From an optimization exercise on the open Yosys and OpenROAD flow, aimed at small area, a short achievable clock period and few clock cycles; shortcuts taken in it are not production practice.

==> module min_cpu, before the edit <==
module min_cpu (clk, rst, mem_addr, mem_we, mem_wdata, mem_rdata);
    input clk;
    input rst;
    output [15:0] mem_addr;
    output mem_we;
    output [15:0] mem_wdata;
    input [15:0] mem_rdata;
    function sumzero;
        input [15:0] a, b;
        begin
            sumzero = ((a ^ b) == {a[14:0] | b[14:0], 1'b0});
        end
    endfunction
    reg [15:0] rf [0:15];
    reg [15:0] pc, opa, opb;
    reg [3:0]  rx, ry;
    reg z;
    reg s_f, s_x, s_p, s_d, s_w;
    reg k_alurr, k_ldrr, k_strr, k_alum, k_ldm, k_stm, k_tst, k_bz, k_push, k_pop, k_popw;
    reg o_and, o_sub;
    reg we, asel;
    wire [15:0] n = mem_rdata;
    wire [2:0] n_cls = n[12:10];
    wire n_m   = (n[5:4] != 2'b00);
    wire n_ab  = n[5];
    wire n_mcl = (n_cls == 3'b100) | (n_cls == 3'b001) | (n_cls == 3'b010) | (n_cls == 3'b011);
    wire n_stk = (n_cls == 3'b110);
    wire n_push = n_stk & n[13];
    wire n_bz  = (n_cls == 3'b101);
    wire n_x   = n_mcl & n_m & n_ab;
    wire n_p   = n_push;
    wire n_d   = (n_mcl & n_m & ~n_ab) | (n_stk & ~n[13]);
    wire [15:0] rsum = opa + opb;
    wire [15:0] rdiff = opa - opb;
    wire [15:0] randv = opa & opb;
    wire rzero = o_and ? (randv == 16'd0) : (o_sub ? (opa == opb) : sumzero(opa, opb));
    wire [15:0] mx = s_x ? opb : (opa ^ {16{o_sub}});
    wire [15:0] msum = mx + mem_rdata;
    wire [15:0] malu = (o_and & ~s_x) ? (opa & mem_rdata) : (msum ^ {16{o_sub & ~s_x}});
    wire [15:0] incdec = opb + {{15{k_push}}, 1'b1};
    assign mem_addr  = asel ? pc : opb;
    assign mem_we    = we;
    assign mem_wdata = opa;
    wire w_add = s_f & k_alurr & ~o_and & ~o_sub;
    wire w_sub = s_f & k_alurr & o_sub;
    wire w_and = s_f & k_alurr & o_and;
    wire w_alu = s_f & k_alurr;
    wire w_a   = s_f & k_strr;
    wire w_b   = s_f & k_ldrr;
    wire w_inc = (s_f & k_popw) | s_p;
    wire w_rd  = s_d & (k_ldm | k_pop);
    wire wen = w_alu | w_a | w_b | w_inc | w_rd;
    wire [3:0] wa = (w_b | w_rd) ? rx : ry;
    wire [15:0] wd = ({16{w_add}} & rsum) | ({16{w_sub}} & rdiff) | ({16{w_and}} & randv) | ({16{w_a}} & opa) | ({16{w_b}} & opb) |
                     ({16{w_inc}} & incdec) | ({16{w_rd}} & mem_rdata);
    wire [3:0] nrx = n[9:6];
    wire [3:0] nry = n[3:0];
    wire fwd = s_f & (k_alurr | k_ldrr | k_strr | k_popw);
    wire [3:0] fwa = k_ldrr ? rx : ry;
    reg [15:0] ra_rf, rb_rf;
    integer ri;
    always @(*) begin
        ra_rf = 16'd0; rb_rf = 16'd0;
        for (ri = 0; ri < 16; ri = ri + 1) begin
            ra_rf = ra_rf | (rf[ri] & {16{nrx == ri}});
            rb_rf = rb_rf | (rf[ri] & {16{nry == ri}});
        end
    end
    wire hita = fwd & (fwa == nrx);
    wire hitb = fwd & (fwa == nry);
    always @(posedge clk) begin
        if (wen) rf[wa] <= wd;
    end
    wire zrd = (mem_rdata == 16'd0);
    wire zopa = (opa == 16'd0);
    wire zopb = (opb == 16'd0);
    wire zn = (w_alu & rzero) | (w_a & zopa) | (w_b & zopb) |
              (s_d & (k_ldm | k_tst) & zrd) | (((s_d & k_stm) | s_w) & zopa) |
              (~(w_alu | w_a | w_b | (s_d & (k_ldm | k_tst | k_stm)) | s_w) & z);
    always @(posedge clk) z <= zn;
    wire taken = k_bz & z;
    wire [15:0] faddr = taken ? opb : pc;
    always @(posedge clk) begin
        if (rst) begin
            s_f <= 1'b1; s_x <= 1'b0; s_p <= 1'b0; s_d <= 1'b0; s_w <= 1'b0;
            k_alurr <= 1'b0; k_ldrr <= 1'b0; k_strr <= 1'b0; k_alum <= 1'b0;
            k_ldm <= 1'b0; k_stm <= 1'b0; k_tst <= 1'b0; k_bz <= 1'b0;
            k_push <= 1'b0; k_pop <= 1'b0; k_popw <= 1'b0;
            we <= 1'b0;
            asel <= 1'b1;
            pc <= 16'd0;
        end else begin
            if (s_f) begin
                pc <= faddr + 16'd1;
                s_f <= ~(n_x | n_p | n_d); s_x <= n_x; s_p <= n_p; s_d <= n_d; s_w <= 1'b0;
                k_alurr <= (n_cls == 3'b100) & ~n_m;
                k_ldrr  <= (n_cls == 3'b001) & ~n_m;
                k_strr  <= (n_cls == 3'b010) & ~n_m;
                k_alum  <= (n_cls == 3'b100) & n_m;
                k_ldm   <= (n_cls == 3'b001) & n_m;
                k_stm   <= (n_cls == 3'b010) & n_m;
                k_tst   <= (n_cls == 3'b011);
                k_bz    <= n_bz;
                k_push  <= n_push;
                k_pop   <= n_stk & ~n[13];
                k_popw  <= n_stk & ~n[13] & (nrx != nry);
                we      <= (n_cls == 3'b010) & n_m & ~n_ab;
                asel    <= n_x | ~(n_d | n_p | (n_bz & zn));
            end else begin
                if (s_x) pc <= pc + 16'd1;
                s_x <= 1'b0;
                s_p <= 1'b0;
                s_d <= s_x | s_p;
                s_w <= s_d & k_alum;
                s_f <= (s_d & ~k_alum) | s_w;
                we  <= (s_x & k_stm) | s_p | (s_d & k_alum);
                asel <= (s_d & ~k_alum) | s_w;
            end
        end
    end
    always @(posedge clk) begin
        if (s_f) begin
            rx  <= nrx;
            ry  <= nry;
            o_and <= (n[14:13] == 2'b11);
            o_sub <= (n[14:13] == 2'b10);
        end
        if (s_f | (s_d & k_alum)) opa <= hita ? wd : (s_f ? ra_rf : malu);
        if (s_f | s_x | s_p) opb <= hitb ? wd : (s_f ? rb_rf : (s_x ? malu : incdec));
    end
endmodule
make LEC_CHECK=0 CAP_MARGIN=20 CORE_MARGIN=2 CORE_UTILIZATION=40 CTS_BUF_LIST='sky130_fd_sc_hd__clkbuf_4 sky130_fd_sc_hd__clkbuf_8' SETUP_SLACK_MARGIN=4.7 SLEW_MARGIN=20 finish   # period 8.0 ns
run.sh (not shown) runs the stock make flow with config.mk's settings and CLKGATE_MAP_FILE= SYNTH_SCRIPT=/design/flow/synth_recipe.tcl, a recipe that flattens the netlist after the stock synthesis.
Edit:
--- a/flow/design.v
+++ b/flow/design.v
@@ -30,10 +30,10 @@
     wire n_x   = n_mcl & n_m & n_ab;
     wire n_p   = n_push;
+    wire n_sub = (n_cls == 3'b100) & (n[15:13] == 3'b010);
     wire n_d   = (n_mcl & n_m & ~n_ab) | (n_stk & ~n[13]);
     wire [15:0] rsum = opa + opb;
-    wire [15:0] rdiff = opa - opb;
     wire [15:0] randv = opa & opb;
-    wire rzero = o_and ? (randv == 16'd0) : (o_sub ? (opa == opb) : sumzero(opa, opb));
-    wire [15:0] mx = s_x ? opb : (opa ^ {16{o_sub}});
+    wire rzero = o_and ? (randv == 16'd0) : (o_sub ? ((opa ^ opb) == 16'hFFFF) : sumzero(opa, opb));
+    wire [15:0] mx = s_x ? opb : opa;
     wire [15:0] msum = mx + mem_rdata;
     wire [15:0] malu = (o_and & ~s_x) ? (opa & mem_rdata) : (msum ^ {16{o_sub & ~s_x}});
@@ -52,5 +52,5 @@
     wire wen = w_alu | w_a | w_b | w_inc | w_rd;
     wire [3:0] wa = (w_b | w_rd) ? rx : ry;
-    wire [15:0] wd = ({16{w_add}} & rsum) | ({16{w_sub}} & rdiff) | ({16{w_and}} & randv) | ({16{w_a}} & opa) | ({16{w_b}} & opb) |
+    wire [15:0] wd = ({16{w_add}} & rsum) | ({16{w_sub}} & ~rsum) | ({16{w_and}} & randv) | ({16{w_a}} & opa) | ({16{w_b}} & opb) |
                      ({16{w_inc}} & incdec) | ({16{w_rd}} & mem_rdata);
     wire [3:0] nrx = n[9:6];
@@ -67,6 +67,6 @@
         end
     end
-    wire hita = fwd & (fwa == nrx);
-    wire hitb = fwd & (fwa == nry);
+    wire [15:0] ra = (fwd & (fwa == nrx)) ? wd : ra_rf;
+    wire [15:0] rb = (fwd & (fwa == nry)) ? wd : rb_rf;
     always @(posedge clk) begin
         if (wen) rf[wa] <= wd;
@@ -125,7 +125,11 @@
             o_and <= (n[14:13] == 2'b11);
             o_sub <= (n[14:13] == 2'b10);
+            opa <= ra ^ {16{n_sub}};
+            opb <= rb;
+        end else if (s_x | s_p) begin
+            opb <= s_x ? malu : incdec;
+        end else if (s_d & k_alum) begin
+            opa <= malu;
         end
-        if (s_f | (s_d & k_alum)) opa <= hita ? wd : (s_f ? ra_rf : malu);
-        if (s_f | s_x | s_p) opb <= hitb ? wd : (s_f ? rb_rf : (s_x ? malu : incdec));
     end
 endmodule
Die area is lower by 1.1%.
Utilization is lower by 0.99 points.
Count of clock-buffer cells in the layout is higher by 4.
Wire length is lower by 5.2%.
Fmax is lower by about 3%.
Flip-flop and latch count stays the same.
Function was not checked in any run of this note: the RTL went through the layout flow alone.

==> static timing again, ports no longer ideal <==
How much do the figures lean on ideal ports? The routed layouts below were timed once more, with nothing changed but the port constraints. Step 1 assumes that a clkbuf_16 drives the clock port and a buf_2 every other input. Step 2 adds t to the input delays and takes it off the output delays; t is the mean of the earliest and latest rising clock arrival at the registers after step 1. Input paths then give back, and output paths get back, about the clock's delay inside the block. Slacks: ideal ports / drivers / drivers and shift; pairs: ideal ports / drivers.
| run | t, ns | setup WS [ns] | worst hold slack (ns) | worst register clock-pin slew, ns | worst data-port slew with drivers (ns) |
|---|---|---|---|---|---|
| the first run | 0.696 | 4.630 / 4.589 / 3.943 | 0.457 / 0.457 / 0.457 | 0.07 / 0.07 | 0.05 |
| the second run | 0.730 | 4.525 / 4.525 / 3.846 | 0.468 / 0.468 / 0.468 | 0.07 / 0.07 | 0.14 |
After both steps setup and hold are still met in every run listed. For the first run, which loses most, drivers alone change the setup slack by -0.041 ns; drivers and shift together by -0.687 ns.
